Background: an optimization exercise with open tools, aiming at small area. Do not read the settings as production practice.
RTL that was checked went through simulation tests only; none was proved equivalent to the original.
No functional check of the RTL was part of runs 1 and 4.
Power is estimated from default activity; no workload was simulated.

--- flow/design.v ---
module ALU #(
    parameter [8:0] FAST = 9'b000000000,   
    parameter integer K = 4                
) (
    input  wire [7:0] a,
    input  wire [7:0] b,
    input  wire [2:0] op,
    output wire [7:0] result
);
    wire is_mul = (op == 3'd3);
    wire is_dv  = op[2] & (op[0] ^ op[1]);    
    wire is_div = (op == 3'd5);
    wire inv    = is_dv | (op == 3'd4);       
    wire [7:0] bx = b ^ {8{inv}};
    wire [8:0] nz;
    assign nz[8] = 1'b1;
    genvar w, j;
    generate
        for (w = 7; w >= 1; w = w - 1) begin : g_nz
            assign nz[w] = nz[w + 1] & ~b[w];
        end
    endgenerate
    wire [7:0] q;
    wire [7:0] rr [0:8];
    assign rr[8] = 8'd0;
    wire [K-1:0] rk;    
    generate
        for (w = 1; w <= 8; w = w + 1) begin : g_st
            localparam P = w % 2;              
            wire [w-1:0] t;                     
            wire [w:0]   d;                     
            wire [w-1:0] y;                     
            wire         cin;                   
            if (w == K + 1) begin : g_tk
                assign t[K:1] = rk;
            end else if (w > 1) begin : g_t
                assign t[w-1:1] = rr[9 - w][w-2:0];
            end
            if (w <= K) begin : g_ytop
                assign t[0] = a[8 - w] ^ P[0];
                assign y = ~b[w-1:0] ^ {w{P[0]}};
                assign cin = 1'b1 ^ P[0];
            end else begin : g_y
                assign t[0] = (a[8 - w] & ~is_mul) ^ P[0];
                assign y = bx[w-1:0] ^ {w{P[0]}};
                assign cin = inv ^ P[0];
            end
            if (FAST[w]) begin : g_fast
                wire [w-1:0] tt = t ^ {w{P[0]}};
                wire [w-1:0] yt = y ^ {w{P[0]}};
                assign d = ({1'b0, tt} + {1'b0, yt} + {{w{1'b0}}, cin ^ P[0]}) ^ {(w+1){P[0]}};
            end else begin : g_rip
                wire [w:0] c;
                assign c[0] = cin;
                for (j = 0; j < w; j = j + 1) begin : g_b
                    assign d[j]   = t[j] ^ y[j] ^ c[j];
                    assign c[j+1] = (t[j] & y[j]) | (t[j] & c[j]) | (y[j] & c[j]);
                end
                assign d[w] = c[w];
            end
            wire ge = nz[w] & (d[w] ^ P[0]);
            assign q[8 - w] = ge;
            wire sel;
            if (w <= K) begin : g_stop
                assign sel = ge;
            end else if (w == 8) begin : g_slast
                assign sel = is_mul ? a[0] : is_dv ? ge : 1'b1;
            end else begin : g_smid
                assign sel = is_mul ? a[8 - w] : (is_dv & ge);
            end
            assign rr[8 - w][w-1:0] = ~(sel ? d[w-1:0] : t);
            if (w < 8) begin : g_pad
                assign rr[8 - w][7:w] = {(8 - w){1'b0}};
            end
        end
    endgenerate
    localparam PK = (K + 1) % 2;
    wire [K-1:0] mk = a[7:8-K] * b[K-1:0];
    assign rk = is_mul ? (mk ^ {K{PK[0]}}) : is_dv ? rr[8-K][K-1:0] : (a[7:8-K] ^ {K{PK[0]}});
    assign result = is_div ? q : ~rr[0];
endmodule
module queue_with_controller (
    input  wire       clk,
    input  wire       rst,
    input  wire       shift,
    input  wire [7:0] back,
    input  wire       inc,
    input  wire       dec,
    input  wire       set_err,
    output wire [7:0] a,
    output wire [7:0] b,
    output wire [7:0] tail,
    output reg  [2:0] n,
    output reg        err
);
    reg [7:0] r0, r1, r2, r3, r4;
    always @(posedge clk) begin
        if (shift) begin
            r0 <= back;
            r1 <= r0;
            r2 <= r1;
            r3 <= r2;
            r4 <= r3;
        end
    end
    always @(posedge clk or posedge rst) begin
        if (rst) begin
            n   <= 3'd0;
            err <= 1'b0;
        end else begin
            if (inc)
                n <= n + 3'd1;
            else if (dec)
                n <= n - 3'd1;
            if (set_err)
                err <= 1'b1;
        end
    end
    reg [7:0] ra, rb;
    always @* begin
        case ({n[2], n[0]})
            2'd0: begin ra = r1; rb = r0; end
            2'd1: begin ra = r2; rb = r1; end
            2'd2: begin ra = r3; rb = r2; end
            2'd3: begin ra = r4; rb = r3; end
        endcase
    end
    assign a = ra;
    assign b = rb;
    assign tail = r0;
endmodule
module calculator(
    input wire clk,
    input wire rst,
    input wire[7:0] in,
    input wire[2:0] op,
    input wire apply,
    output wire[7:0] tail,
    output wire empty,
    output wire valid
);
    wire [7:0] a, b, result;
    wire [2:0] n;
    wire err;
    wire go     = apply & ~err;
    wire is_push = (op == 3'd0);
    wire is_pop  = (op == 3'd1);
    wire is_arith = (op != 3'd0) & (op != 3'd1) & (op != 3'd7);
    wire by_div  = op[2] & (op[0] ^ op[1]);
    wire full    = (n == 3'd5);
    wire none    = (n == 3'd0);
    wire two     = n[2] | n[1];            
    wire bzero   = (b == 8'd0);
    wire ok_push  = is_push & ~full;
    wire ok_pop   = is_pop & ~none;
    wire ok_arith = is_arith & two & ~(by_div & bzero);
    wire shift   = go & (ok_push | ok_arith);
    wire inc     = go & ok_push;
    wire dec     = go & (ok_pop | ok_arith);
    wire set_err = go & ~(ok_push | ok_pop | ok_arith);
    queue_with_controller queue (
        .clk(clk), .rst(rst),
        .shift(shift), .back(is_push ? in : result),
        .inc(inc), .dec(dec), .set_err(set_err),
        .a(a), .b(b), .tail(tail), .n(n), .err(err)
    );
    ALU alu (.a(a), .b(b), .op(op), .result(result));
    assign empty = none;
    assign valid = ~err;
endmodule
--- flow/flow/run.sh ---
#!/bin/bash
# The standard layout (standard.sh), with one change: the buffers that
# buffer_ports puts on every input and output port use the smallest buffer
# cell, sky130_fd_sc_hd__buf_1, instead of the default pick. ORFS's own logs
# stay under orfs/logs; make's output goes to standard.log here.
set -euo pipefail
export BUFFER_PORTS_ARGS="-buffer_cell sky130_fd_sc_hd__buf_1"
bash standard.sh > standard.log 2>&1
--- flow/standard.sh ---
#!/bin/bash
# synth_recipe.tcl (not shown) runs the flow's synth.tcl, then flattens the netlist and writes it again
# the make line also repeats each setting of config.mk as NAME=value (left out here)
make -C /OpenROAD-flow-scripts/flow DESIGN_CONFIG=/design/flow/config.mk WORK_HOME=/design/flow/orfs CLKGATE_MAP_FILE= SYNTH_SCRIPT=/design/flow/synth_recipe.tcl "${@:-finish}"
--- flow/config.mk ---
export PLATFORM = sky130hd
export DESIGN_NAME = calculator
export DESIGN_NICKNAME = calculator
export VERILOG_FILES = /design/flow/design.v
export SDC_FILE = /design/flow/constraint.sdc
export NUM_CORES = 4
export LEC_CHECK = 0
export ABC_AREA = 1
export CAP_MARGIN = 20
export CORE_MARGIN = 2
export CORE_UTILIZATION = 40
export SLEW_MARGIN = 20
--- flow/constraint.sdc ---
create_clock -name core_clock -period 15.0 [get_ports {clk}]
set_input_delay 3.0000 -clock core_clock [delete_from_list [all_inputs] [get_ports {clk}]]
set_output_delay 3.0000 -clock core_clock [all_outputs]
set_load 0.01 [all_outputs]
==> results of run 1 <==
## placed cells by master (no fill, tap or decap), drive strengths merged
cell,count
nand2,106
inv,70
buf,63
o21ai,43
edfxtp,40
nor2,40
nand3,37
fa,23
a21oi,19
ha,16
xor2,14
clkbuf,7
nand4,7
xnor2,6
or2,5
o21a,5
clkinv,4
dfrtp,4
a221oi,3
nor3,3
o2111ai,2
o22ai,2
nand3b,2
a31oi,2
o211ai,1
a21boi,1
nor4,1
o32a,1
o32ai,1
mux2i,1
and2,1
o21bai,1
bufinv,1
## metrics by stage
stage / hold slack, ns / util [%] / instance area (µm²) / power [mW] / worst slack (ns)
finish: 0.4606 / 48.53 / 4722 / 0.4113 / 0.8272
global route: 0.4708 / 48.53 / 4722 / 0.4449 / -0.06528
CTS: 0.4558 / 46.27 / 4502 / 0.4037 / 0.004992
detailed placement: 0.4443 / 44.70 / 4349 / 0.3026 / -0.1659
global placement: 0.4329 / 44.70 / 4349 / 0.3000 / 0.04951
floorplan: 0.4264 / - / 3991 / 0.2601 / 1.078
## kinds of logic (layout without fill, tap and decap cells)
family / count (synthesis) / count (layout)
xor+xnor: 20 / 20
compound gates: 81 / 81
flops: 44 / 44
buf+inv: 80 / 145
fa+ha+maj: 39 / 39
simple gates: 202 / 202
mux: 1 / 1
## layout make-up
type | count | area (µm²) | area share, %
Sequential cell | 44 | 1303 | 27.58
Inverter | 74 | 287.8 | 6.094
Tap cell | 133 | 166.4 | 3.524
Timing Repair Buffer | 63 | 387.9 | 8.214
Clock buffer | 7 | 96.34 | 2.040
Multi-Input combinational cell | 343 | 2451 | 51.91
Clock inverter | 1 | 30.03 | 0.6359
## worst max-delay path, delay by kind of cell (launching register included)
| kind | cells | cell delay, ns |
|---|---|---|
| AO/OA/AOI/OAI | 14 | 1.74 |
| adder cells (fa/ha/maj) | 24 | 7.97 |
| AND/OR/NAND/NOR | 25 | 2.13 |
| flip-flops | 1 | 0.44 |
| buffers and inverters | 19 | 1.76 |
## state kept, by name, summed over array words and instances (netlist names)
| register | count |
|---|---|
| queue.r4 | 8 |
| queue.r2 | 8 |
| queue.r0 | 8 |
| queue.err | 1 |
| queue.r3 | 8 |
| queue.n | 3 |
| queue.r1 | 8 |
## power groups by stage
| stage | combinational (mW) | sequential [mW] | clock (mW) |
|---|---|---|---|
| floorplan | 0.121 | 0.139 | 0 |
| global placement | 0.161 | 0.139 | 0 |
| detailed placement | 0.163 | 0.139 | 0 |
| CTS | 0.165 | 0.136 | 0.102 |
| global route | 0.202 | 0.136 | 0.106 |
| finish | 0.176 | 0.136 | 0.0994 |
## routing by layer
| layer | share of wire (%) | track usage (%) | vias up |
|---|---|---|---|
| li1 | - | - | 1678 |
| met1 | 45 | 27.73 | 1589 |
| met2 | 48 | 33.46 | 91 |
| met3 | 4.7 | 2.694 | 23 |
| met4 | 2.5 | 6.950 | 0 |
| met5 | 0 | 0 | - |
## worst paths after layout
path | startpoint | endpoint | cells past startpoint
min reg2reg | queue.r2[1] | queue.r3[1] | 0
max reg2reg | queue.n[0] | queue.r0[5] | 82
min in group asynchronous | rst | queue.n[2] | 2
max in group asynchronous | rst | queue.n[2] | 2
max | queue.n[0] | queue.r0[5] | 82
min | queue.r2[1] | queue.r3[1] | 0
## repair_timing
action                                  in CTS  in global routing
resized for setup                            4                 33
setup buffers                                1                 19
pin swaps                                    0                  9
endpoints found under the setup margin       8                  8
==> summary.md, run 1 <==
| Metric | Value |
|---|---|
| Cell area power density | 87.10 nW/µm² |
| Commonest cells in the synthesized netlist | nand2_1 (103), inv_1 (60), edfxtp_1 (40) |
| Synth Area in Simple Gates | 25.33% |
| FFs w/ async S/R, synth | 9.091% |
| Setup Skew | 0.007922 ns |
| Int Pwr | 263.6 µW |
| Placed insts | 637 |
| Hold_buf cts | 0 |
| Comb power frac | 42.7% |
| Delay of the slowest critical-path stage | 0.44 ns |
| Leak | 2.019 nW |
| Number of enable flip-flop cells after synthesis | 40 |
| Cell Area, Synth | 3991 µm² |
| Area Growth Syn to Fin | 18.31% |
| Warnings from Yosys | 2 |
| Clock root buffer | clkbuf_8 |
| Area leader, netlist | edfxtp_1 |
| Worst setup path category | flop to flop |
| DIE HEIGHT | 103.9 µm |
| Clock buffer count from CTS | 5 |
| Nets@finish | 584 |
| First-pass GRT wire length | 17,420 µm |
| Slew headroom | 47.55% |
| Port bufs | 23 |
| Xor/xnor share of the synthesized area | 4.577% |
| Via count | 3,381 |
| DIE AREA | 10,790 µm² |
| Number of distinct library cells after synthesis | 46 |
| Worst-path clk slew | 0.08 ns |
| Syn_nets | 520 |
| Final Hold Vio Count | 0 |
| Tmin final | 14.17 ns |
| Std-Cell Rows | 36 |
| Drt via density | 5.084 |
| Tcrit/Tclk final | 94.49% |
| Max-cap viol count | 0 |
| CTS H-tree lvls | 2 |
| Post-synthesis sequential area ratio | 32.60% |
| Final ANT Viol Nets | 0 |
| Clock power frac | 24.2% |
| Starting Density | 41.02% |
| Syn Area/Cell | 8.547 µm² |
| # DRC | 0 |
| R2R Setup Slk | 0.83 ns |
| DRT Pass-1 Iters | 5 |
| Post-synthesis mux area share | 0.2508% |
| Post-synth top area share | 30.09% |
| HP Class | flop to flop |
| Final setup violation count | 0 |
| Sequential share of power | 33.1% |
| Crit path DAT | 14.35 ns |
| Share of cells above drive strength 1 | 22.56% |
| Yosys reg bits | 44 |
| CP max FO | 11 |
| Post-DP HPWL | 8138 µm |
| GPL Wtd Cong | 0.9222 |
| Crit. End Element | flop |
| CP required | 15.18 ns |
| Clock latency on the worst-skew pair | 0.31 ns |
| DRT Wirelength | 10,560 µm |
| Crit start category | flop |
| DRT iter0 DRCs | 232 |
| Largest family of logic cells by synthesized area | simple AND/OR/NAND/NOR gates |
| Largest net degree at the start of global routing | 41 |
| Most frequent cell on the critical path | fa_1 |
| CTS tree | done |
| GRT Total Usage | 20.34% |
| Top FF cell, synth | edfxtp_1 |
| VDD IR max | 43.98 µV |
| Post-Synth Adder-Cell Area | 16.55% |
| Syn Inst Count | 467 |
| Grt ovf | 0 |
| Layout fillers | 935 |
| Synth Area in Compound Gates | 12.41% |
| Ant diodes | 0 |
| CTS Buffer Depth | 2 |
| Antenna violations before repair | 0 |
| Area of the core | 9729 µm² |
| Non-filler cells, final | 665 |
| I/O pin cnt | 24 |
| Die width | 103.9 µm |
| Synth top area cells | edfxtp_1 (30%), fa_1 (12%), nand2_1 (9.7%) |
| Cell with the most instances after synthesis | nand2_1 |
| Wire per inst | 15.88 µm |
| Status | finished clean |
| Setup_tns | 0 ns |
| Sw Pwr | 147.7 µW |
| Fmax | 70.56 MHz |
| Least-Margin Pin Slew | 0.7839 ns |
| Switching Fraction | 35.91% |
| Slew Viols, Final | 0 |
| Clock net sink count | 44 |
| Critical path's slowest cell | dfrtp_1 |
| Vias in the first global route | 3,380 |
==> run 2, diff against run 1 <==
--- a/flow/design.v
+++ b/flow/design.v
@@ -1,4 +1,4 @@
 module ALU #(
-    parameter [8:0] FAST = 9'b000000000,   
+    parameter [8:0] FAST = 9'b100000000,   
     parameter integer K = 4                
 ) (
==> summary.md, run 2 <==
| Metric | Value |
|---|---|
| Worst path depth | 78 (-4.9%) |
| Drt via density | 5.282 (+3.9%) |
| VDD IR max | 49.48 µV (+13%) |
| Fin area | 4472 µm² (-5.3%) |
| Antenna violations before repair | 0 (unchanged) |
| Syn Inst Count | 486 (+4.1%) |
| Tmin final | 13.89 ns (-0.2856 ns) |
| Crit. End Element | flop |
| I/O pin cnt | 24 (unchanged) |
| Int Pwr | 267.5 µW (+1.5%) |
| Setup_tns | 0 ns (unchanged) |
| DRT Wirelength | 10,410 µm (-1.4%) |
| Crit start category | flop |
| Area of the core | 9729 µm² (unchanged) |
| Final setup violation count | 0 (unchanged) |
| Tot Pwr | 462.8 µW (+13%) |
| DRT Pass-1 Iters | 5 (unchanged) |
| Most frequent cell on the critical path | fa_1 |
| Critical path's slowest cell | dfrtp_2 |
| Grt ovf | 0 (unchanged) |
| CTS Buffer Depth | 2 (unchanged) |
| CP top delay family | adder cells |
| Share of cells above drive strength 1 | 14.15% (-8.4 points) |
| Ant diodes | 0 (unchanged) |
| DP Area | 4262 µm² (-2.0%) |
| Via count | 3,465 (+2.5%) |
| Commonest cells in the synthesized netlist | nand2_1 (100), inv_1 (60), edfxtp_1 (40) |
| CP required | 15.06 ns (-0.12 ns) |
| # DRC | 0 (unchanged) |
| Cell Area, Synth | 4006 µm² (+0.38%) |
| GRT Total Usage | 19.57% (-0.78 points) |
| Clock root buffer | clkbuf_8 |
| Vias in the first global route | 3,300 (-2.4%) |
| DIE HEIGHT | 104.1 µm (+0.18%) |
| Die width | 104.1 µm (+0.18%) |
| Cell area power density | 103.5 nW/µm² (+19%) |
| Std-Cell Rows | 36 (unchanged) |
| DIE AREA | 10,830 µm² (+0.37%) |
| Nets@finish | 577 (-1.2%) |
| First-pass GRT wire length | 16,990 µm (-2.4%) |
| Commonest non-fill, non-tap cell in the layout | nand2_1 |
| Sequential share of power | 30.0% (-3.1 points) |
| Final WS setup | 1.113 ns (+0.2856 ns) |
| Top FF cell, synth | edfxtp_1 |
| CP max FO | 13 (+2) |
| Number of distinct library cells after synthesis | 51 (+11%) |
| Worst setup path category | flop to flop |
| Clock net sink count | 44 (unchanged) |
| Worst-path clk slew | 0.09 ns (about the same) |
| Sw Pwr | 195.3 µW (+32%) |
| Syn Area/Cell | 8.244 µm² (-3.5%) |
| Cell with the most instances after synthesis | nand2_1 |
| CTS H-tree lvls | 2 (unchanged) |
| Clock power frac | 15.6% (-8.6 points) |
| HP Class | flop to flop |
| Clock latency on the worst-skew pair | 0.30 ns (about the same) |
| Port bufs | 23 (unchanged) |
| Clock buffer count from CTS | 5 (unchanged) |
| Syn_nets | 541 (+4.0%) |
| Status | finished clean |
| Number of enable flip-flop cells after synthesis | 40 (unchanged) |
| Comb power frac | 54.4% (+12 points) |
| Warnings from Yosys | 2 (unchanged) |
| CTS tree | done |
| Pre-CTS WS | 0.1778 ns (+0.3437 ns) |
| Hold_buf cts | 0 (unchanged) |
| Wire per inst | 15.87 µm (about the same) |
| Post-synth top area share | 29.98% (-0.11 points) |
| Placed insts | 641 (+0.63%) |
| Fmax | 72.01 MHz (+2.1%) |
| Post-DP HPWL | 8212 µm (+0.90%) |
| Switching Fraction | 42.20% (+6.3 points) |
| Crit path DAT | 13.95 ns (-0.40 ns) |
| Slew headroom | 45.45% (-2.1 points) |
| Least-Margin Pin Slew | 0.8156 ns (+0.03167 ns) |
| Area Growth Syn to Fin | 11.62% |
| Area leader, netlist | edfxtp_1 |
| Delay of the slowest critical-path stage | 0.51 ns (+0.07 ns) |
| Synth top area cells | edfxtp_1 (30%), nand2_1 (9.4%), fa_1 (8.5%) |
| Yosys reg bits | 44 (unchanged) |
| Setup Skew | 0.01051 ns (+0.002584 ns) |
| Worst Path Buf+Inv | 12 (-7) |
| Post-synthesis sequential area ratio | 32.48% (-0.12 points) |
| Slew Viols, Final | 0 (unchanged) |
| Tcrit/Tclk final | 92.58% (-1.9 points) |
| Largest net degree at the start of global routing | 41 (unchanged) |
| FFs w/ async S/R, synth | 9.091% (unchanged) |
| RSZ-0062 raised after global routing | no |
| Starting Density | 41.18% (+0.15 points) |
| Final ANT Viol Nets | 0 (unchanged) |
| Commonest cells after routing, fill and taps aside | nand2_1 (99), inv_1 (59), edfxtp_1 (40), nand3_1 (37), nor2_1 (34) |
| Max-cap viol count | 0 (unchanged) |
| DRT iter0 DRCs | 269 (+16%) |
| Final Hold Vio Count | 0 (unchanged) |
| Cell count of the worst reg-to-reg path | 78 (-4.9%) |
| GPL Wtd Cong | 0.9203 (-0.21%) |
| Hold Path Depth | 0 (unchanged) |
| Leak | 1.938 nW (-4.0%) |
| Non-filler cells, final | 656 (-1.4%) |
## run 2: cell types whose count changed in the layout (fill, tap and decap cells not counted), moves of 4 or more
cell	before	now
buf_4	38	12
fa_2	8	0
ha_1	15	24
nand3_1	28	37
nand4_1	1	7
nand4_4	4	0
o21ai_0	17	31
o21ai_1	18	9
xor2_1	13	19
## run 2: kinds of logic after synthesis
| kind of cell | after synthesis | synth area share (%) |
|---|---|---|
| AND/OR/NAND/NOR | 207 | 23.55 |
| AO/OA/AOI/OAI | 91 | 14.21 |
| buffers and inverters | 75 | 7.558 |
| flip-flops | 44 | 32.48 |
| adder cells (fa/ha/maj) | 41 | 15.99 |
| XOR/XNOR | 26 | 5.684 |
| multiplexers | 2 | 0.5309 |
## run 2: layout make-up
type                    count  area (µm²)
repair buffers             36       196.4
multi-input cells         367        2467
well taps                 133       166.4
flip-flops and latches     44        1304
inverters                  68       255.2
fillers                   989        5258
clock buffers               5       68.82
clock inverters             3       13.76
## run 2: worst paths after layout
check / start / end / slack (ns)
max reg2reg: queue.n[0] / queue.r0[0] / 1.11
max: queue.n[0] / queue.r0[0] / 1.11
min reg2reg: queue.r3[0] / queue.r4[0] / 0.47
max in group asynchronous: rst / queue.n[2] / 12.29
min in group asynchronous: rst / queue.n[1] / 2.54
min: queue.r3[0] / queue.r4[0] / 0.47
## run 2: what timing repair did
item / CTS / global route
buffers inserted: 0 / 7
setup endpoints to repair: 0 / 8
resized for setup: 0 / 17
hold endpoints to repair: 0 / 0
## run 2: worst reg2reg max path, delay by kind of cell (launching register included)
kind / cells / cell delay, ns
adders and majority gates: 17 / 5.79
buffers and inverters: 12 / 1.22
and+or+nand+nor: 30 / 3.14
DFF: 1 / 0.51
AOI/OAI and AO/OA: 16 / 2.42
muxes: 1 / 0.15
xor gates and xnor gates: 2 / 0.42
## run 2: routing by layer
layer | GRT usage (%) | part of all wire, %
met5 | 0 | 0
met4 | 4.826 | 1.8
met3 | 2.381 | 5.3
met2 | 32.24 | 46
met1 | 27.42 | 47
## run 2: power groups by stage
stage / clock network, mW / logic, mW / registers (mW)
floorplan: 0 / 0.186 / 0.141
detailed placement: 0 / 0.241 / 0.142
global route: 0.0775 / 0.288 / 0.139
CTS: 0.0723 / 0.243 / 0.139
global placement: 0 / 0.237 / 0.142
finish: 0.0721 / 0.252 / 0.139
## run 2: metrics by stage
stage	utilization (%)	hold WS [ns]
floorplan	-	0.4264
global placement	43.80	0.4331
detailed placement	43.80	0.4402
CTS	44.65	0.4610
global route	45.96	0.4828
finish	45.96	0.4683
==> run 3, diff against run 2 <==
==> flow/flow/run.sh (replaced) <==
#!/bin/bash
# The standard layout (standard.sh) with two changes:
#  1. After the standard synthesis, its combinational logic is mapped again by
#     ABC without the full-adder cells that synthesis extracted (reopt.ys). The
#     registers are untouched: same instances, names and cell types.
#  2. The buffers that buffer_ports puts on the ports use sky130_fd_sc_hd__buf_1.
# Each tool's output goes to a log of its own in this folder.
set -euo pipefail
here=$(cd "$(dirname "$0")" && pwd)
work=$(pwd)
res=$work/orfs/results/$FLOW_PLATFORM/calculator/base
lib=$FLOW_HOME/platforms/$FLOW_PLATFORM/lib/sky130_fd_sc_hd__tt_025C_1v80.lib
yosys=$(command -v yosys || echo "$FLOW_HOME/../tools/install/yosys/bin/yosys")
export BUFFER_PORTS_ARGS="-buffer_cell sky130_fd_sc_hd__buf_1"

# 1. standard synthesis
bash standard.sh synth > synth.log 2>&1
cp "$res/1_2_yosys.v" "$work/standard_synth.v"

# 2. map the combinational logic again
dont_use=$(sed -n '/^export DONT_USE_CELLS/,/^#/p' "$FLOW_HOME/platforms/$FLOW_PLATFORM/config.mk" \
  | grep -o 'sky130_fd_sc_hd__[A-Za-z0-9_]*' | sed 's/^/-dont_use /' | tr '\n' ' ')
script=$(cat "$here/abc.script" | tr -d '\n')
sed -e "s|@LIB@|$lib|g" -e "s|@IN@|$work/standard_synth.v|g" -e "s|@OUT@|$work/reopt.v|g" \
    -e "s|@TOP@|$FLOW_TOP|g" -e "s|@DONT_USE@|$dont_use|g" -e "s|@SCRIPT@|$script|g" "$here/reopt.ys" > "$work/reopt_run.ys"
"$yosys" -l "$work/reopt.log" -s "$work/reopt_run.ys" > /dev/null 2>&1
cp "$work/reopt.v" "$res/1_2_yosys.v"
rm -f "$res/1_synth.odb" "$res/1_synth.sdc"

# 3. the rest of the standard layout, from the new netlist
bash standard.sh > layout.log 2>&1
==> flow/flow/abc.script (new file) <==
strash;dc2;dch,-f;map,-a;topo;dnsize;
==> flow/flow/reopt.ys (new file) <==
# Re-map the combinational cells of a mapped netlist; keep the registers.
read_liberty -ignore_miss_func @LIB@
blackbox sky130_fd_sc_hd__*df* sky130_fd_sc_hd__*dl* sky130_fd_sc_hd__conb_*
read_verilog @IN@
hierarchy -check -top @TOP@
flatten
opt_clean -purge
stat -liberty @LIB@
abc -liberty @LIB@ @DONT_USE@ -script +@SCRIPT@
# the cell types abc used were dropped by hierarchy; reload them as black boxes
read_liberty -lib @LIB@
opt_clean -purge
hilomap -singleton -hicell sky130_fd_sc_hd__conb_1 HI -locell sky130_fd_sc_hd__conb_1 LO
splitnets
opt_clean -purge
stat -liberty @LIB@
check -assert
write_verilog -noattr -nohex -nodec @OUT@
==> summary.md, run 3 <==
| Metric | Value |
|---|---|
| Die width | 99.82 µm (-4.1%) |
| CTS H-tree lvls | 2 (unchanged) |
| CTS Buffer Depth | 2 (unchanged) |
| Std-Cell Rows | 34 (-5.6%) |
| DRT Pass-1 Iters | 5 (unchanged) |
| DIE AREA | 9963 µm² (-8.0%) |
| Grt ovf | 0 (unchanged) |
| Hold_buf cts | 0 (unchanged) |
| Most frequent cell on the critical path | nand2_1 |
| Crit start category | flop |
| Slew headroom | 39.94% (-5.5 points) |
| Commonest cells after routing, fill and taps aside | nand2_1 (122), nor2_1 (95), clkinv_1 (84), a21oi_1 (45), edfxtp_1 (40) |
| Clock latency on the worst-skew pair | 0.30 ns (about the same) |
| Ant diodes | 0 (unchanged) |
| Setup Skew | 0.01326 ns (+0.002749 ns) |
| Area Growth Syn to Fin | 10.87% |
| Share of cells above drive strength 1 | 4.138% (-10 points) |
| GPL Wtd Cong | 0.9256 (+0.58%) |
| Least-Margin Pin Slew | 0.8914 ns (+0.07589 ns) |
| Warnings from Yosys | 2 (unchanged) |
| Vias in the first global route | 3,594 (+8.9%) |
| DIE HEIGHT | 99.82 µm (-4.1%) |
| Clock root buffer | clkbuf_8 |
| Clock buffer count from CTS | 5 (unchanged) |
| Cell Area, Synth | 3672 µm² (-8.3%) |
| HP Class | flop to flop |
| Worst-path clk slew | 0.09 ns (about the same) |
| Hold Path Depth | 0 (unchanged) |
| Tcrit/Tclk final | 87.07% (-5.5 points) |
| Area of the core | 8806 µm² (-9.5%) |
| Worst flop-to-flop path endpoint | queue.r0[1] |
| Crit. End Element | flop |
| CP max FO | 15 (+2) |
| Leak | 1.557 nW (-20%) |
| R2R Setup Slk | 1.94 ns (+0.83 ns) |
| Drt via density | 5.461 (+3.4%) |
| Nets@finish | 593 (+2.8%) |
| Placed insts | 680 (+6.1%) |
| DRT Wirelength | 10,880 µm (+4.5%) |
| Fmax | 76.57 MHz (+6.3%) |
| Max-cap viol count | 0 (unchanged) |
| Syn Inst Count | 541 (+11%) |
| Via count | 3,757 (+8.4%) |
| Tmin final | 13.06 ns (-0.8265 ns) |
| Status | finished clean |
| Syn_nets | 555 (+2.6%) |
| GRT Total Usage | 22.85% (+3.3 points) |
| Port bufs | 23 (unchanged) |
| WHS Endpoint | queue.r4[2] |
| Critical path's slowest cell | o31ai_1 |
| Worst setup path category | flop to flop |
| # DRC | 0 (unchanged) |
| RSZ-0062 raised after global routing | no |
| Non-filler cells, final | 688 (+4.9%) |
| Setup_tns | 0 ns (unchanged) |
| VDD IR max | 53.02 µV (+7.2%) |
| Clock net sink count | 44 (unchanged) |
| Final ANT Viol Nets | 0 (unchanged) |
| DRT iter0 DRCs | 239 (-11%) |
| Wire per inst | 15.81 µm (-0.40%) |
| Delay of the slowest critical-path stage | 0.46 ns (-0.05 ns) |
| Final setup violation count | 0 (unchanged) |
| I/O pin cnt | 24 (unchanged) |
| Syn Area/Cell | 6.788 µm² (-18%) |
| Tot Pwr | 382.7 µW (-17%) |
| Starting Density | 41.70% (+0.52 points) |
| Largest net degree at the start of global routing | 38 (-7.3%) |
| Cell area power density | 93.99 nW/µm² (-9.2%) |
| Cell count of the worst reg-to-reg path | 90 (+15%) |
| First-pass GRT wire length | 17,930 µm (+5.5%) |
| Post-DP HPWL | 8647 µm (+5.3%) |
| Antenna violations before repair | 0 (unchanged) |
| CP required | 15.05 ns (about the same) |
| Slew Viols, Final | 0 (unchanged) |
| Crit path DAT | 13.11 ns (-0.84 ns) |
| Commonest non-fill, non-tap cell in the layout | nand2_1 |
| Worst r2r src | queue.n[0] |
| Hold wc startpoint | queue.r3[2] |
| Final Hold Vio Count | 0 (unchanged) |
| Layout fillers | 917 (-7.3%) |
| CTS tree | done |
run 3: worst max-delay path, delay by kind of cell (launching register included):
| family | cells | cell delay, ns |
|---|---|---|
| buffers and inverters | 14 | 1.96 |
| AO/OA/AOI/OAI | 22 | 4.36 |
| XOR/XNOR | 1 | 0.10 |
| AND/OR/NAND/NOR | 53 | 5.93 |
| flip-flops | 1 | 0.44 |
run 3: area by class of cell:
type | instances | area [µm²] | share of cell area, %
Multi-Input combinational cell | 413 | 2067 | 50.77
Sequential cell | 44 | 1301 | 31.96
Inverter | 84 | 315.3 | 7.744
Timing Repair Buffer | 31 | 146.4 | 3.596
Tap cell | 108 | 135.1 | 3.319
Clock buffer | 7 | 76.32 | 1.875
Clock inverter | 1 | 30.03 | 0.7376
run 3: what timing repair did:
| action | in CTS | in global routing |
|---|---|---|
| endpoints found under the setup margin | 0 | 8 |
| hold endpoints to repair | 0 | 0 |
| gates resized for setup | 0 | 2 |
| setup buffers | 0 | 0 |
run 3: worst max path at each step:
stage	start	end	slack (ns)	cells past startpoint
after floorplan	op[2]	queue.r0[1]	3.90	61
after global placement	queue.n[0]	queue.r0[3]	1.90	80
after detailed placement	queue.n[0]	queue.r0[3]	1.79	80
after CTS	queue.n[0]	queue.r0[1]	1.74	81
after global routing	queue.n[0]	queue.r0[1]	0.14	90
final	queue.n[0]	queue.r0[1]	1.94	90
run 3: report_power, final:
| group | switching, mW | internal, mW |
|---|---|---|
| sequential | 0.000374 | 0.135 |
| combinational | 0.102 | 0.0552 |
| clock | 0.0402 | 0.0499 |
| total | 0.143 | 0.240 |
run 3: metrics by stage:
step / utilization [%] / hold WS (ns) / worst slack [ns] / area (µm²)
final: 46.23 / 0.4767 / 1.939 / 4071
after global routing: 46.23 / 0.4906 / 0.1397 / 4071
after CTS: 46.23 / 0.4799 / 1.741 / 4071
after detailed placement: 45.03 / 0.4465 / 1.789 / 3965
after global placement: 45.03 / 0.4526 / 1.903 / 3965
after floorplan: - / 0.4349 / 3.898 / 3672
run 3: per-layer routing:
layer | up-vias | wire length (µm) | GRT usage (%)
li1 | 1874 | - | -
met1 | 1715 | 5154 | 33.20
met2 | 147 | 4770 | 35.97
met3 | 21 | 731 | 2.994
met4 | 0 | 221 | 6.112
met5 | - | 0 | 0
==> run 4, diff against run 3 <==
--- a/flow/design.v
+++ b/flow/design.v
@@ -1,4 +1,4 @@
 module ALU #(
-    parameter [8:0] FAST = 9'b100000000,   
+    parameter [8:0] FAST = 9'b000000000,   
     parameter integer K = 4                
 ) (
==> summary.md, run 4 <==
| Metric | Value |
|---|---|
| Vias in the first global route | 3,356 (-6.6%) |
| CTS H-tree lvls | 2 (unchanged) |
| Clock latency on the worst-skew pair | 0.30 ns (about the same) |
| Slew Viols, Final | 0 (unchanged) |
| Cell area power density | 67.24 nW/µm² (-28%) |
| Worst setup path category | flop to flop |
| Ant diodes | 0 (unchanged) |
| DRT Pass-1 Iters | 5 (unchanged) |
| GPL Wtd Cong | 0.9669 (+4.5%) |
| VDD IR max | 29.33 µV (-45%) |
| Cell Area, Synth | 3628 µm² (-1.2%) |
| Clock net sink count | 44 (unchanged) |
| Final ANT Viol Nets | 0 (unchanged) |
| Nets@finish | 574 (-3.2%) |
| Commonest non-fill, non-tap cell in the layout | nand2_1 |
| Worst flop-to-flop path endpoint | queue.r0[0] |
| Crit path to | queue.r0[0] |
| DRT Wirelength | 9995 µm (-8.1%) |
| Wire per inst | 14.94 µm (-5.5%) |
| Slew headroom | 48.74% (+8.8 points) |
| Fmax | 76.00 MHz (-0.74%) |
| Area Growth Syn to Fin | 9.931% |
| R2R Setup Slk | 1.84 ns (-0.10 ns) |
| Syn Area/Cell | 6.925 µm² (+2.0%) |
| Final Hold Vio Count | 0 (unchanged) |
| Via count | 3,589 (-4.5%) |
| Antenna violations before repair | 0 (unchanged) |
| HP Class | flop to flop |
| I/O pin cnt | 24 (unchanged) |
| DRT iter0 DRCs | 297 (+24%) |
| Least-Margin Pin Slew | 0.7648 ns (-0.1267 ns) |
| Finished Core Util | 45.52% (-0.72 points) |
| Crit. End Element | flop |
| Crit start category | flop |
| First-pass GRT wire length | 16,620 µm (-7.3%) |
| Pre-CTS WS | 1.830 ns (+0.04109 ns) |
| Area of the core | 8763 µm² (-0.48%) |
| Tmin final | 13.16 ns (+0.09692 ns) |
| Cell count of the worst reg-to-reg path | 77 (-14%) |
| Critical path's slowest cell | nor2_1 |
| Tcrit/Tclk final | 87.72% (+0.65 points) |
| DIE HEIGHT | 99.24 µm (-0.58%) |
| Largest net degree at the start of global routing | 32 (-16%) |
| Syn_nets | 538 (-3.1%) |
| CTS Buffer Depth | 2 (unchanged) |
| GRT Total Usage | 20.94% (-1.9 points) |
| Die width | 99.24 µm (-0.58%) |
| Port bufs | 23 (unchanged) |
| RSZ-0062 raised after global routing | no |
| CTS tree | done |
| Final WS setup | 1.842 ns (-0.09692 ns) |
| Delay of the slowest critical-path stage | 0.64 ns (+0.18 ns) |
| Drt via density | 5.365 (-1.8%) |
| Warnings from Yosys | 2 (unchanged) |
| Setup Skew | 0.01320 ns (-0.00005820 ns) |
| Max-cap viol count | 0 (unchanged) |
| Worst r2r src | queue.n[2] |
| CP max FO | 9 (-6) |
| Status | finished clean |
| Post-DP HPWL | 7926 µm (-8.3%) |
| Clock buffer count from CTS | 5 (unchanged) |
| Syn Inst Count | 524 (-3.1%) |
| Hold wc startpoint | queue.r3[5] |
| Grt ovf | 0 (unchanged) |
| Placed insts | 661 (-2.8%) |
| Share of cells above drive strength 1 | 4.635% (+0.50 points) |
| Std-Cell Rows | 34 (unchanged) |
| Crit path DAT | 13.19 ns (+0.08 ns) |
| Final setup violation count | 0 (unchanged) |
| Most frequent cell on the critical path | nand2_1 |
| Clock root buffer | clkbuf_8 |
| CP required | 15.03 ns (-0.02 ns) |
| Commonest cells after routing, fill and taps aside | nand2_1 (141), clkinv_1 (74), nor2_1 (61), a21oi_1 (45) |
| # DRC | 0 (unchanged) |
| Setup_tns | 0 ns (unchanged) |
| DIE AREA | 9849 µm² (-1.1%) |
| Worst-path clk slew | 0.09 ns (about the same) |
| CP startpoint | queue.n[2] |
| Leak | 1.520 nW (-2.4%) |
| Starting Density | 41.40% (-0.30 points) |
| Non-filler cells, final | 669 (-2.8%) |
[run 4: routing by layer]
metal,wire (µm),track usage [%],vias up
li1,-,-,1842
met1,4666,28.45,1625
met2,4645,34.88,105
met3,449,2.178,17
met4,233,7.165,0
met5,0,0,-
[run 4: critical path: cells and delay by family (launching register included)]
kind	cells	cell delay, ns
buffers and inverters	10	1.95
XOR/XNOR	1	0.18
AND/OR/NAND/NOR	42	5.31
flip-flops	1	0.57
AO/OA/AOI/OAI	24	4.84
[run 4: how the worst min path moves through the flow]
stage                        to  slack (ns)  cells after the start
floorplan           queue.r4[0]        0.43                      0
finish              queue.r4[5]        0.48                      0
detailed placement  queue.r4[0]        0.46                      0
global route        queue.r4[5]        0.49                      0
global placement    queue.r2[4]        0.45                      0
CTS                 queue.r4[5]        0.48                      0
[run 4: through the flow]
step                area, µm²  hold slack (ns)  total power [mW]
finish                   3989           0.4762            0.2682
global route             3989           0.4940            0.2825
CTS                      3981           0.4752            0.2680
detailed placement       3900           0.4576            0.1977
global placement         3900           0.4549            0.1965
floorplan                3628           0.4349            0.1826
[run 4: repair_timing]
action | CTS | global route
hold buffers | 0 | 0
buffers inserted | 0 | 0
gates resized for setup | 0 | 3
endpoints found under the hold margin | 0 | 0
endpoints found under the setup margin | 0 | 2
[run 4: layout make-up]
type	instances	area [µm²]
fill	896	4775
tap	108	135.1
clock buffer	7	76.32
timing repair buffer	29	131.4
multi-input combinational	406	2062
clock inverter	1	5.005
sequential	44	1301
inverter	74	277.8
[run 4: power breakdown]
| group | switching, mW | total (mW) | internal, mW |
|---|---|---|---|
| Clock | 0.0400 | 0.0728 | 0.0327 |
| Sequential | 0 | 0.133 | 0.133 |
| Combinational | 0.0395 | 0.0621 | 0.0226 |
==> run 5, diff against run 4 <==
--- a/flow/design.v
+++ b/flow/design.v
@@ -1,4 +1,4 @@
 module ALU #(
-    parameter [8:0] FAST = 9'b000000000,   
+    parameter [8:0] FAST = 9'b100000000,   
     parameter integer K = 4                
 ) (
--- a/flow/flow/run.sh
+++ b/flow/flow/run.sh
@@ -21,5 +21,5 @@
 dont_use=$(sed -n '/^export DONT_USE_CELLS/,/^#/p' "$FLOW_HOME/platforms/$FLOW_PLATFORM/config.mk" \
   | grep -o 'sky130_fd_sc_hd__[A-Za-z0-9_]*' | sed 's/^/-dont_use /' | tr '\n' ' ')
-script=$(cat "$here/abc.script" | tr -d '\n')
+script=$(tr -d '\n' < "$here/abc.script" | sed 's/[&|\\]/\\&/g')
 sed -e "s|@LIB@|$lib|g" -e "s|@IN@|$work/standard_synth.v|g" -e "s|@OUT@|$work/reopt.v|g" \
     -e "s|@TOP@|$FLOW_TOP|g" -e "s|@DONT_USE@|$dont_use|g" -e "s|@SCRIPT@|$script|g" "$here/reopt.ys" > "$work/reopt_run.ys"
==> flow/flow/abc.script (replaced) <==
strash;&get,-n;&deepsyn,-T,30;&dch,-f;&nf,-R,1000,-p;&put;topo;dnsize;
==> summary.md, run 5 <==
| Metric | Value |
|---|---|
| Status | finished clean |
| Grt ovf | 0 (unchanged) |
| Drt via density | 5.931 (+11%) |
| Warnings from Yosys | 2 (unchanged) |
| DIE HEIGHT | 94.48 µm (-4.8%) |
| Crit path DAT | 13.93 ns (+0.74 ns) |
| CP max FO | 10 (+1) |
| Clock root buffer | clkbuf_8 |
| GPL Wtd Cong | 0.8833 (-8.6%) |
| Post-DP HPWL | 6927 µm (-13%) |
| Via count | 3,161 (-12%) |
| Least-Margin Pin Slew | 0.9592 ns (+0.1945 ns) |
| First-pass GRT wire length | 14,750 µm (-11%) |
| Fmax | 72.06 MHz (-5.2%) |
| Largest net degree at the start of global routing | 41 (+28%) |
| Port bufs | 23 (unchanged) |
| Area of the core | 7848 µm² (-10%) |
| Leak | 1.304 nW (-14%) |
| Cell area power density | 73.06 nW/µm² (+8.7%) |
| Crit start category | flop |
| I/O pin cnt | 24 (unchanged) |
| Wire per inst | 17.61 µm (+18%) |
| Commonest non-fill, non-tap cell in the layout | nand2_1 |
| Delay of the slowest critical-path stage | 0.49 ns (-0.15 ns) |
| Fin area | 3849 µm² (-3.5%) |
| Std-Cell Rows | 32 (-5.9%) |
| Final setup violation count | 0 (unchanged) |
| Syn Inst Count | 379 (-28%) |
| VDD IR max | 32.16 µV (+9.6%) |
| Syn_nets | 393 (-27%) |
| DIE AREA | 8926 µm² (-9.4%) |
| Worst setup path category | flop to flop |
| Commonest cells after routing, fill and taps aside | nand2_1 (55), nor2_1 (43), edfxtp_1 (40), xnor2_1 (27), o22ai_1 (24) |
| Slew headroom | 36.05% (-13 points) |
| DRT Pass-1 Iters | 5 (unchanged) |
| HP Class | flop to flop |
| Most frequent cell on the critical path | nand2_1 |
| Final ANT Viol Nets | 0 (unchanged) |
| CTS Buffer Depth | 2 (unchanged) |
| DRT iter0 DRCs | 218 (-27%) |
| Setup Skew | 0.007034 ns (-0.006163 ns) |
| Critical path's slowest cell | dfrtp_2 |
| Die width | 94.48 µm (-4.8%) |
| CTS H-tree lvls | 2 (unchanged) |
| Tmin final | 13.88 ns (+0.7207 ns) |
| Antenna violations before repair | 0 (unchanged) |
| Tcrit/Tclk final | 92.52% (+4.8 points) |
| Ant diodes | 0 (unchanged) |
| Share of cells above drive strength 1 | 11.60% (+7.0 points) |
| Tot Pwr | 281.2 µW (+4.8%) |
| CTS tree | done |
| Area Growth Syn to Fin | 17.54% |
| Cell Area, Synth | 3274 µm² (-9.8%) |
| Worst-path clk slew | 0.09 ns (about the same) |
| Max-cap viol count | 0 (unchanged) |
| Clock latency on the worst-skew pair | 0.31 ns (about the same) |
| # DRC | 0 (unchanged) |
| Hold_buf cts | 0 (unchanged) |
| DP Area | 3602 µm² (-7.6%) |
| CP required | 15.05 ns (+0.02 ns) |
| Crit. End Element | flop |
| Nets@finish | 444 (-23%) |
| Final Hold Vio Count | 0 (unchanged) |
| Clock buffer count from CTS | 5 (unchanged) |
| Syn Area/Cell | 8.640 µm² (+25%) |
| DRT Wirelength | 9387 µm (-6.1%) |
| GRT Total Usage | 21.29% (+0.35 points) |
| Slew Viols, Final | 0 (unchanged) |
| Vias in the first global route | 2,931 (-13%) |
| Starting Density | 41.73% (+0.32 points) |
| Clock net sink count | 44 (unchanged) |
-- run 5: path summary, 6_finish.rpt --
check | from | to | slack, ns | cells past startpoint
max | queue.n[2] | queue.r0[1] | 1.12 | 79
min | queue.r0[7] | queue.r1[7] | 0.49 | 0
max reg2reg | queue.n[2] | queue.r0[1] | 1.12 | 79
min reg2reg | queue.r0[7] | queue.r1[7] | 0.49 | 0
max in group asynchronous | rst | queue.n[0] | 12.35 | 2
min in group asynchronous | rst | queue.err | 2.51 | 2
-- run 5: layout make-up --
class,instances,area [µm²]
Timing Repair Buffer,44,244.0
Clock buffer,5,68.82
Tap cell,102,127.6
Multi-Input combinational cell,329,2036
Fill cell,787,3999
Sequential cell,44,1304
Clock inverter,3,46.29
Inverter,6,22.52
-- run 5: critical path, delay by kind of cell, from the launching register on --
kind	cells	cell delay, ns
AO/OA/AOI/OAI	25	4.03
XOR/XNOR	6	0.77
adder cells (fa/ha/maj)	4	1.34
buffers and inverters	3	0.51
flip-flops	1	0.49
multiplexers	3	0.77
AND/OR/NAND/NOR	38	5.71
-- run 5: through the flow --
step           setup TNS (ns)  hold slack, ns  utilization (%)  std cells  setup slack [ns]
6_report                    0          0.4917            49.04        533             1.122
3_5_place_dp                0          0.4727            45.90        519            0.5047
5_1_grt               -0.2826          0.5118            49.04        533           -0.1430
2_1_floorplan               0          0.4492                -        379             1.819
3_3_place_gp                0          0.4718            45.90        519            0.7104
4_1_cts                     0          0.4944            47.37        527            0.3990
-- run 5: repair_timing --
item | CTS | global route
setup buffers | 0 | 6
endpoints found under the setup margin | 0 | 8
gates resized for setup | 0 | 24
-- run 5: where the power goes --
group          switching (mW)  internal (mW)
combinational          0.0302         0.0211
clock                  0.0466         0.0502
sequential                  0          0.133
-- run 5: per-layer routing --
metal / share of wire, % / wire [µm] / vias to the layer above / global-route usage [%]
met2: 45 / 4227 / 123 / 33.33
met3: 6.0 / 567 / 18 / 2.394
met1: 47 / 4402 / 1513 / 30.59
met5: 0 / 0 / - / 0
li1: - / - / 1507 / -
met4: 2.0 / 189 / 0 / 7.367
==> run 6, diff against run 5 <==
--- a/flow/design.v
+++ b/flow/design.v
@@ -1,5 +1,5 @@
 module ALU #(
-    parameter [8:0] FAST = 9'b100000000,   
-    parameter integer K = 4                
+    parameter [8:0] FAST = 9'b000000000,   
+    parameter integer K = 3                
 ) (
     input  wire [7:0] a,
--- a/flow/config.mk
+++ b/flow/config.mk
@@ -9,4 +9,4 @@
 export CAP_MARGIN = 20
 export CORE_MARGIN = 2
-export CORE_UTILIZATION = 40
+export CORE_UTILIZATION = 65
 export SLEW_MARGIN = 20
==> summary.md, run 6 <==
| Metric | Value |
|---|---|
| Final Hold Vio Count | 0 (unchanged) |
| Delay of the slowest critical-path stage | 0.42 ns (-0.07 ns) |
| Grt ovf | 0 (unchanged) |
| Tmin final | 14.22 ns (+0.3373 ns) |
| Hold_buf cts | 0 (unchanged) |
| Nets@finish | 437 (-1.6%) |
| Least-Margin Pin Slew | 0.8033 ns (-0.1559 ns) |
| Starting Density | 67.79% (+26 points) |
| Area of the core | 4723 µm² (-40%) |
| Clock latency on the worst-skew pair | 0.30 ns (about the same) |
| Port bufs | 23 (unchanged) |
| GRT Total Usage | 31.60% (+10 points) |
| Wire per inst | 17.68 µm (+0.39%) |
| Sequential share of power | 50.9% (+3.6 points) |
| Area Growth Syn to Fin | 14.85% |
| CP max FO | 7 (-3) |
| Hold Slack | 0.4597 ns (-0.03199 ns) |
| Warnings from Yosys | 2 (unchanged) |
| # DRC | 0 (unchanged) |
| CTS H-tree lvls | 2 (unchanged) |
| CP required | 15.04 ns (about the same) |
| Vias in the first global route | 2,677 (-8.7%) |
| Share of cells above drive strength 1 | 9.198% (-2.4 points) |
| Layout fillers | 349 (-56%) |
| DIE AREA | 5503 µm² (-38%) |
| Clock net sink count | 44 (unchanged) |
| Int Pwr | 188.8 µW (-7.6%) |
| Final setup violation count | 0 (unchanged) |
| Cell Area, Synth | 3202 µm² (-2.2%) |
| Via count | 3,192 (+0.98%) |
| Switching Fraction | 27.88% (+0.55 points) |
| DRT iter0 DRCs | 330 (+51%) |
| Critical path's slowest cell | a2111oi_4 |
| Syn_nets | 388 (-1.3%) |
| Crit start category | input pin |
| Tcrit/Tclk final | 94.77% (+2.2 points) |
| Tot Pwr | 261.7 µW (-6.9%) |
| Largest net degree at the start of global routing | 41 (unchanged) |
| Final WS setup | 0.7844 ns (-0.3373 ns) |
| Sw Pwr | 72.97 µW (-5.1%) |
| Cell area power density | 71.18 nW/µm² (-2.6%) |
| Antenna violations before repair | 0 (unchanged) |
| CTS Buffer Depth | 2 (unchanged) |
| Syn Area/Cell | 8.561 µm² (-0.91%) |
| DRT Pass-1 Iters | 6 (+1) |
| Most frequent cell on the critical path | nand2_1 |
| CP top delay family | simple AND/OR/NAND/NOR gates |
| Status | finished clean |
| GPL Wtd Cong | 0.9669 (+9.5%) |
| Crit. End Element | flop |
| Drt via density | 6.501 (+9.6%) |
| Setup_tns | 0 ns (unchanged) |
| Finished Core Util | 77.85% (+29 points) |
| Worst-path clk slew | 0.08 ns (about the same) |
| Slew headroom | 46.06% (+10 points) |
| Std-Cell Rows | 25 (-22%) |
| Fmax | 70.35 MHz (-2.4%) |
| Worst setup path category | input pin to flop |
| Commonest non-fill, non-tap cell in the layout | nor2_1 |
| Clock root buffer | clkbuf_8 |
| Die width | 74.19 µm (-21%) |
| Slew Viols, Final | 0 (unchanged) |
| VDD IR max | 54.59 µV (+70%) |
| Commonest cells after routing, fill and taps aside | nor2_1 (58), nand2_1 (57), edfxtp_1 (40), xnor2_1 (30), buf_1 (22) |
| Clock power frac | 27.5% (-6.9 points) |
| First-pass GRT wire length | 13,050 µm (-12%) |
| Clock buffer count from CTS | 5 (unchanged) |
| DIE HEIGHT | 74.19 µm (-21%) |
| Crit path DAT | 14.26 ns (+0.33 ns) |
| Ant diodes | 0 (unchanged) |
| HP Class | flop to flop |
| DRT Wirelength | 8681 µm (-7.5%) |
| Syn Inst Count | 374 (-1.3%) |
| I/O pin cnt | 24 (unchanged) |
| Max-cap viol count | 0 (unchanged) |
| Comb power frac | 21.6% (+3.4 points) |
| Setup Skew | 0.01076 ns (+0.003730 ns) |
| Worst Path Buf+Inv | 1 (-2) |
| Pre-CTS WS | -0.04838 ns (-0.5531 ns) |
| Post-DP HPWL | 6521 µm (-5.9%) |
| CTS tree | done |
| Leak | 1.295 nW (-0.72%) |
| Final ANT Viol Nets | 0 (unchanged) |
==> run 6: routing by layer <==
layer / part of all wire, % / global-route usage (%) / vias up
met1: 41 / 45.15 / 1468
met3: 10 / 6.369 / 28
met4: 2.5 / 8.081 / 0
met5: 0 / 0 / -
met2: 46 / 49.50 / 207
li1: - / - / 1489
==> run 6: power by group through the flow <==
stage	sequential (mW)	clock [mW]	combinational [mW]
3_3_place_gp	0.136	0	0.0520
4_1_cts	0.133	0.0715	0.0529
3_5_place_dp	0.136	0	0.0525
5_1_grt	0.133	0.0756	0.0615
6_report	0.133	0.0720	0.0566
2_1_floorplan	0.136	0	0.0370
==> run 6: repair_timing <==
item / in CTS / in global routing
hold endpoints to repair: 0 / 0
setup buffers: 0 / 2
endpoints found under the setup margin: 0 / 8
resized for setup: 0 / 20
==> run 6: final cells by class <==
class                   instances  area [µm²]  area share (%)
multi-input cells             325        1946           52.91
flip-flops and latches         44        1301           35.39
repair buffers                 42       242.7           6.601
well taps                      67       83.83           2.280
clock buffers                   6       72.57           1.973
inverters                       5       18.77          0.5104
clock inverters                 2       12.51          0.3403
==> run 6: final timing paths <==
check / start / endpoint / slack [ns] / cells past startpoint
worst min register to register: queue.r3[0] / queue.r4[0] / 0.46 / 0
worst max-delay path: op[1] / queue.r0[4] / 0.78 / 73
max in group asynchronous: rst / queue.n[2] / 12.35 / 2
min in group asynchronous: rst / queue.n[0] / 2.53 / 2
worst max register to register: queue.n[0] / queue.r0[4] / 1.29 / 78
worst min-delay path: queue.r3[0] / queue.r4[0] / 0.46 / 0
==> run 6: metrics by stage <==
stage / instance area (µm²) / std cells
after floorplan: 3202 / 374
after global placement: 3500 / 480
after detailed placement: 3500 / 480
after CTS: 3585 / 488
after global routing: 3677 / 491
final: 3677 / 491
==> run 7, diff against run 6 <==
--- a/flow/config.mk
+++ b/flow/config.mk
@@ -10,3 +10,4 @@
 export CORE_MARGIN = 2
 export CORE_UTILIZATION = 65
+export GPL_TIMING_DRIVEN = 0
 export SLEW_MARGIN = 20
==> summary.md, run 7 <==
| Metric | Value |
|---|---|
| Share of cells above drive strength 1 | 9.420% (+0.22 points) |
| Post-DP HPWL | 6512 µm (-0.13%) |
| I/O pin cnt | 24 (unchanged) |
| Die width | 74.19 µm (unchanged) |
| Starting Density | 67.79% (unchanged) |
| Register area | 1301 µm² (unchanged) |
| Tot Pwr | 261.9 µW (about the same) |
| Crit path DAT | 14.40 ns (+0.14 ns) |
| Final Hold Vio Count | 0 (unchanged) |
| Critical path's slowest cell | a2111oi_4 |
| Syn Inst Count | 374 (unchanged) |
| Leak | 1.277 nW (-1.4%) |
| R2R Setup Slk | 1.27 ns (-0.02 ns) |
| Antenna violations before repair | 0 (unchanged) |
| Layout fillers | 333 (-4.6%) |
| First-pass GRT wire length | 13,080 µm (+0.21%) |
| DRT Wirelength | 8758 µm (+0.89%) |
| Clock root buffer | clkbuf_8 |
| Largest net degree at the start of global routing | 26 (-37%) |
| Pre-CTS WS | -1.781 ns (-1.732 ns) |
| Port bufs | 23 (unchanged) |
| Area Growth Syn to Fin | 14.54% |
| Wire per inst | 18.21 µm (+3.0%) |
| Clock latency on the worst-skew pair | 0.30 ns (about the same) |
| Via count | 3,173 (-0.60%) |
| WHS Endpoint | queue.r2[0] |
| Slew headroom | 38.53% (-7.5 points) |
| Least-Margin Pin Slew | 0.9201 ns (+0.1168 ns) |
| Crit start category | input pin |
| Clock buffer count from CTS | 5 (unchanged) |
| Ant diodes | 0 (unchanged) |
| Cell Area, Synth | 3202 µm² (unchanged) |
| GRT Total Usage | 31.76% (+0.16 points) |
| CP max FO | 8 (+1) |
| Nets@finish | 427 (-2.3%) |
| Commonest cells after routing, fill and taps aside | nor2_1 (58), nand2_1 (56), edfxtp_1 (40), xnor2_1 (28), buf_1 (20) |
| CTS H-tree lvls | 2 (unchanged) |
| DIE HEIGHT | 74.19 µm (unchanged) |
| CTS Buffer Depth | 2 (unchanged) |
| Final ANT Viol Nets | 0 (unchanged) |
| Crit. End Element | flop |
| Area of the multi-input gates | 2001 µm² (+2.8%) |
| CTS tree | done |
| Grt ovf | 0 (unchanged) |
| Syn_nets | 388 (unchanged) |
| Worst-path clk slew | 0.09 ns (about the same) |
| Finished Core Util | 77.64% (-0.21 points) |
| Most frequent cell on the critical path | nand2_1 |
| GPL Wtd Cong | 0.9903 (+2.4%) |
| Worst setup path category | input pin to flop |
| Final setup violation count | 0 (unchanged) |
| DRT iter0 DRCs | 367 (+11%) |
| Clock net sink count | 44 (unchanged) |
| Vias in the first global route | 2,707 (+1.1%) |
| Syn Area/Cell | 8.561 µm² (unchanged) |
| Commonest non-fill, non-tap cell in the layout | nor2_1 |
| Max-cap viol count | 0 (unchanged) |
| DRT Pass-1 Iters | 6 (unchanged) |
| Status | finished clean |
| Area of the core | 4723 µm² (unchanged) |
| Setup Skew | 0.01567 ns (+0.004905 ns) |
| Worst flop-to-flop path endpoint | queue.r0[4] |
| DIE AREA | 5503 µm² (unchanged) |
| Hold Path Depth | 0 (unchanged) |
| Std-Cell Rows | 25 (unchanged) |
| CP required | 15.04 ns (about the same) |
| Slew Viols, Final | 0 (unchanged) |
| Hold Slack | 0.4654 ns (+0.005681 ns) |
| HP Class | flop to flop |
| # DRC | 0 (unchanged) |
| Final WS setup | 0.6403 ns (-0.1441 ns) |
| Tmin final | 14.36 ns (+0.1441 ns) |
| Worst r2r src | queue.n[0] |
| Delay of the slowest critical-path stage | 0.40 ns (-0.02 ns) |
| VDD IR max | 50.79 µV (-7.0%) |
| Setup_tns | 0 ns (unchanged) |
| Cell area power density | 71.42 nW/µm² (+0.34%) |
| Drt via density | 6.597 (+1.5%) |
| Cell count of the worst reg-to-reg path | 76 (-2.6%) |
| Fmax | 69.64 MHz (-1.0%) |
| Hold wc startpoint | queue.r1[0] |
| Tcrit/Tclk final | 95.73% (+0.96 points) |
| Warnings from Yosys | 2 (unchanged) |
[run 7: changes by cell type in the layout (fill, tap and decap cells not counted), sizes merged]
cell / delta
buf: -12
clkbuf: +2
[run 7: metrics by stage]
step,std cells,cell area (µm²)
floorplan,374,3202
global placement,464,3372
detailed placement,466,3421
CTS,475,3543
global route,481,3667
finish,481,3667
[run 7: worst max-delay path by stage]
| stage | to | slack, ns | start |
|---|---|---|---|
| finish | queue.r0[4] | 0.64 | op[0] |
| global route | queue.r0[4] | -0.15 | op[0] |
| CTS | queue.r0[4] | 0.01 | op[0] |
| detailed placement | queue.r0[4] | -1.78 | op[0] |
| global placement | queue.r0[4] | -1.59 | op[0] |
| floorplan | queue.r0[4] | 0.60 | op[0] |
[run 7: repair_timing]
action	4_1_cts	5_1_grt
setup buffers	1	6
pin swaps	1	7
endpoints found under the setup margin	8	8
resized for setup	12	21
hold buffers	0	0
[run 7: routing by layer]
metal  GRT usage [%]  vias up  wire length (µm)
met5               0        -                 0
met4           12.12        0               245
met3           7.046       23               855
met2           50.89      200              4150
met1           42.30     1478              3507
li1                -     1472                 -
[run 7: area by class of cell]
class / count / area share, %
Clock buffer: 6 / 1.979
Clock inverter: 2 / 0.3412
Inverter: 5 / 0.5118
Multi-Input combinational cell: 325 / 54.55
Sequential cell: 44 / 35.48
Tap cell: 67 / 2.286
Timing Repair Buffer: 32 / 4.845
[run 7: power breakdown]
part / internal (mW) / switching (mW)
Combinational: 0.0220 / 0.0343
Sequential: 0.133 / 0
Clock: 0.0326 / 0.0399
[run 7: critical path, delay by kind of cell]
family	cells	cell delay [ns]
compound gates	22	3.96
fa+ha+maj	1	0.35
simple gates	43	5.83
mux	2	0.66
xor+xnor	2	0.40
buf+inv	1	0.16
==> run 8, diff against run 7 <==
--- a/flow/config.mk
+++ b/flow/config.mk
@@ -7,7 +7,6 @@
 export LEC_CHECK = 0
 export ABC_AREA = 1
-export CAP_MARGIN = 20
+export CAP_MARGIN = 5
 export CORE_MARGIN = 2
-export CORE_UTILIZATION = 65
-export GPL_TIMING_DRIVEN = 0
-export SLEW_MARGIN = 20
+export CORE_UTILIZATION = 40
+export SLEW_MARGIN = 5
==> summary.md, run 8 <==
| Metric | Value |
|---|---|
| CP startpoint | op[1] |
| Tmin final | 14.08 ns (-0.2806 ns) |
| Hold wc startpoint | queue.r3[0] |
| Layout fillers | 758 (+130%) |
| Post-DP HPWL | 6949 µm (+6.7%) |
| Slew Viols, Final | 0 (unchanged) |
| Crit path DAT | 14.12 ns (-0.28 ns) |
| Critical path's slowest cell | mux2_1 |
| Final setup violation count | 0 (unchanged) |
| Final ANT Viol Nets | 0 (unchanged) |
| Grt ovf | 0 (unchanged) |
| GRT Total Usage | 21.10% (-11 points) |
| Setup Skew | 0.008765 ns (-0.006904 ns) |
| CTS tree | done |
| Starting Density | 41.43% (-26 points) |
| Tcrit/Tclk final | 93.86% (-1.9 points) |
| Leak | 1.299 nW (+1.8%) |
| Status | finished clean |
| Least-Margin Pin Slew | 1.088 ns (+0.1681 ns) |
| Syn_nets | 388 (unchanged) |
| CP max FO | 7 (-1) |
| Delay of the slowest critical-path stage | 0.37 ns (-0.03 ns) |
| Crit. End Element | flop |
| Fmax | 71.03 MHz (+2.0%) |
| Area of the core | 7727 µm² (+64%) |
| Worst setup path category | input pin to flop |
| Clock net sink count | 44 (unchanged) |
| Largest net degree at the start of global routing | 41 (+58%) |
| First-pass GRT wire length | 14,290 µm (+9.2%) |
| Ant diodes | 0 (unchanged) |
| DRT iter0 DRCs | 258 (-30%) |
| # DRC | 0 (unchanged) |
| Port bufs | 23 (unchanged) |
| Vias in the first global route | 2,726 (+0.70%) |
| CTS H-tree lvls | 2 (unchanged) |
| Clock root buffer | clkbuf_8 |
| Tot Pwr | 258.2 µW (-1.4%) |
| Hold_buf cts | 0 (unchanged) |
| I/O pin cnt | 24 (unchanged) |
| CP required | 15.04 ns (about the same) |
| GPL Wtd Cong | 0.9460 (-4.5%) |
| Syn Area/Cell | 8.561 µm² (unchanged) |
| DIE AREA | 8737 µm² (+59%) |
| Clock latency on the worst-skew pair | 0.29 ns (about the same) |
| Worst r2r src | queue.n[2] |
| Drt via density | 5.728 (-13%) |
| Via count | 3,007 (-5.2%) |
| Std-Cell Rows | 32 (+28%) |
| Area Growth Syn to Fin | 15.63% |
| Cell area power density | 69.74 nW/µm² (-2.3%) |
| Crit start category | input pin |
| Clock buffer count from CTS | 5 (unchanged) |
| Commonest cells after routing, fill and taps aside | nor2_1 (58), nand2_1 (58), edfxtp_1 (40), xnor2_1 (29), buf_1 (21) |
| HP Class | flop to flop |
| Worst-path clk slew | 0.08 ns (about the same) |
| DRT Wirelength | 8974 µm (+2.5%) |
| Most frequent cell on the critical path | nand2_1 |
| DRT Pass-1 Iters | 5 (-1) |
| Nets@finish | 437 (+2.3%) |
| Antenna violations before repair | 0 (unchanged) |
| Cell Area, Synth | 3202 µm² (unchanged) |
| Share of cells above drive strength 1 | 9.693% (+0.27 points) |
| Die width | 93.47 µm (+26%) |
| VDD IR max | 32.59 µV (-36%) |
| Max-cap viol count | 0 (unchanged) |
| R2R Setup Slk | 1.42 ns (+0.15 ns) |
| Final Hold Vio Count | 0 (unchanged) |
| CTS Buffer Depth | 2 (unchanged) |
| Setup_tns | 0 ns (unchanged) |
| Slew headroom | 27.30% (-11 points) |
| DIE HEIGHT | 93.47 µm (+26%) |
| Syn Inst Count | 374 (unchanged) |
| Warnings from Yosys | 2 (unchanged) |
| Wire per inst | 17.09 µm (-6.1%) |
==> run 8: changes by cell type in the layout (fill, tap and decap cells not counted), sizes merged <==
cell / previous run / this run
clkbuf: 9 / 7
buf: 29 / 40
==> run 8: repair_timing <==
action	in CTS	in global routing
setup buffers	0	2
endpoints found under the setup margin	0	8
resized for setup	0	22
hold endpoints to repair	0	0
==> run 8: final timing paths <==
path,to,cells after the start
max,queue.r0[4],72
min in group asynchronous,queue.n[1],2
min reg2reg,queue.r4[0],0
max reg2reg,queue.r0[4],78
min,queue.r4[0],0
max in group asynchronous,queue.err,2
==> run 8: critical path: cells and delay by family <==
family	cells	cell delay, ns
XOR/XNOR	2	0.32
adder cells (fa/ha/maj)	1	0.35
AO/OA/AOI/OAI	23	4.08
AND/OR/NAND/NOR	40	5.08
multiplexers	2	0.65
buffers and inverters	4	0.62
==> run 8: cell type report <==
type / instances / area [µm²] / share of cell area (%)
Multi-Input combinational cell: 325 / 1942 / 52.45
Sequential cell: 44 / 1301 / 35.15
Timing Repair Buffer: 42 / 231.5 / 6.252
Tap cell: 102 / 127.6 / 3.447
Clock buffer: 5 / 68.82 / 1.859
Inverter: 5 / 18.77 / 0.5069
Clock inverter: 2 / 12.51 / 0.3380
==> run 8: report_power, final <==
group          leakage [nW]  internal, mW  switching, mW
registers             0.405         0.133              0
clock network        0.0400        0.0315         0.0384
logic                 0.854        0.0232         0.0319
total                  1.30         0.188         0.0703
==> run 8: through the flow <==
stage	utilization, %	cell area, µm²	worst slack [ns]	hold WS, ns	std cells
after floorplan	-	3202	0.6039	0.4257	374
after detailed placement	45.95	3551	-0.01904	0.4360	516
final	47.91	3702	0.9209	0.4511	525
after CTS	47.00	3632	0.2287	0.4545	523
after global placement	45.95	3551	0.1755	0.4304	516
after global routing	47.91	3702	-0.02920	0.4778	525
==> run 8: routing by layer <==
metal	up-vias	wire length, µm	GRT usage [%]
li1	1485	-	-
met1	1401	4139	30.02
met2	107	4156	33.39
met3	14	482	2.498
met4	0	195	6.863
met5	-	0	0

-- static timing again, ports no longer ideal --
No port has a modelled driver above. Below, the same layouts with a new extraction and two added sets of constraints.
Step 1 (the two cells are an assumption about what drives the block):
set clk [get_ports {clk}]
set_driving_cell -lib_cell sky130_fd_sc_hd__clkbuf_16 $clk
set_driving_cell -lib_cell sky130_fd_sc_hd__buf_2 [delete_from_list [all_inputs] $clk]
Step 2, shift: input delay + t, output delay - t, t = (earliest + latest rising clock arrival at the registers) / 2. This alone moves slack from input paths to output paths.
Slacks: ideal ports / drivers / drivers and shift; pairs: ideal ports / drivers.
run	t, ns	setup slack, ns	hold WS [ns]	worst data-port slew with drivers (ns)	pins driven straight from the clock port
run 1	0.331	0.827 / 0.827 / 0.768	0.461 / 0.461 / 0.461	0.03	1
run 2	0.324	1.113 / 1.113 / 1.113	0.468 / 0.468 / 0.468	0.04	1
run 3	0.318	1.939 / 1.939 / 1.856	0.477 / 0.477 / 0.477	0.05	1
run 4	0.325	1.842 / 1.842 / 1.780	0.476 / 0.476 / 0.476	0.03	1
run 5	0.335	1.122 / 1.122 / 1.122	0.492 / 0.492 / 0.492	0.03	1
run 6	0.321	0.784 / 0.792 / 0.471	0.460 / 0.460 / 0.460	0.03	1
run 7	0.321	0.640 / 0.644 / 0.323	0.465 / 0.465 / 0.465	0.03	1
run 8	0.315	0.921 / 0.929 / 0.615	0.451 / 0.451 / 0.451	0.03	1
After both steps setup and hold are still met in every run listed. The setup slack of run 7, which loses most, moves by +0.004 ns with the drivers and by -0.317 ns with both steps.
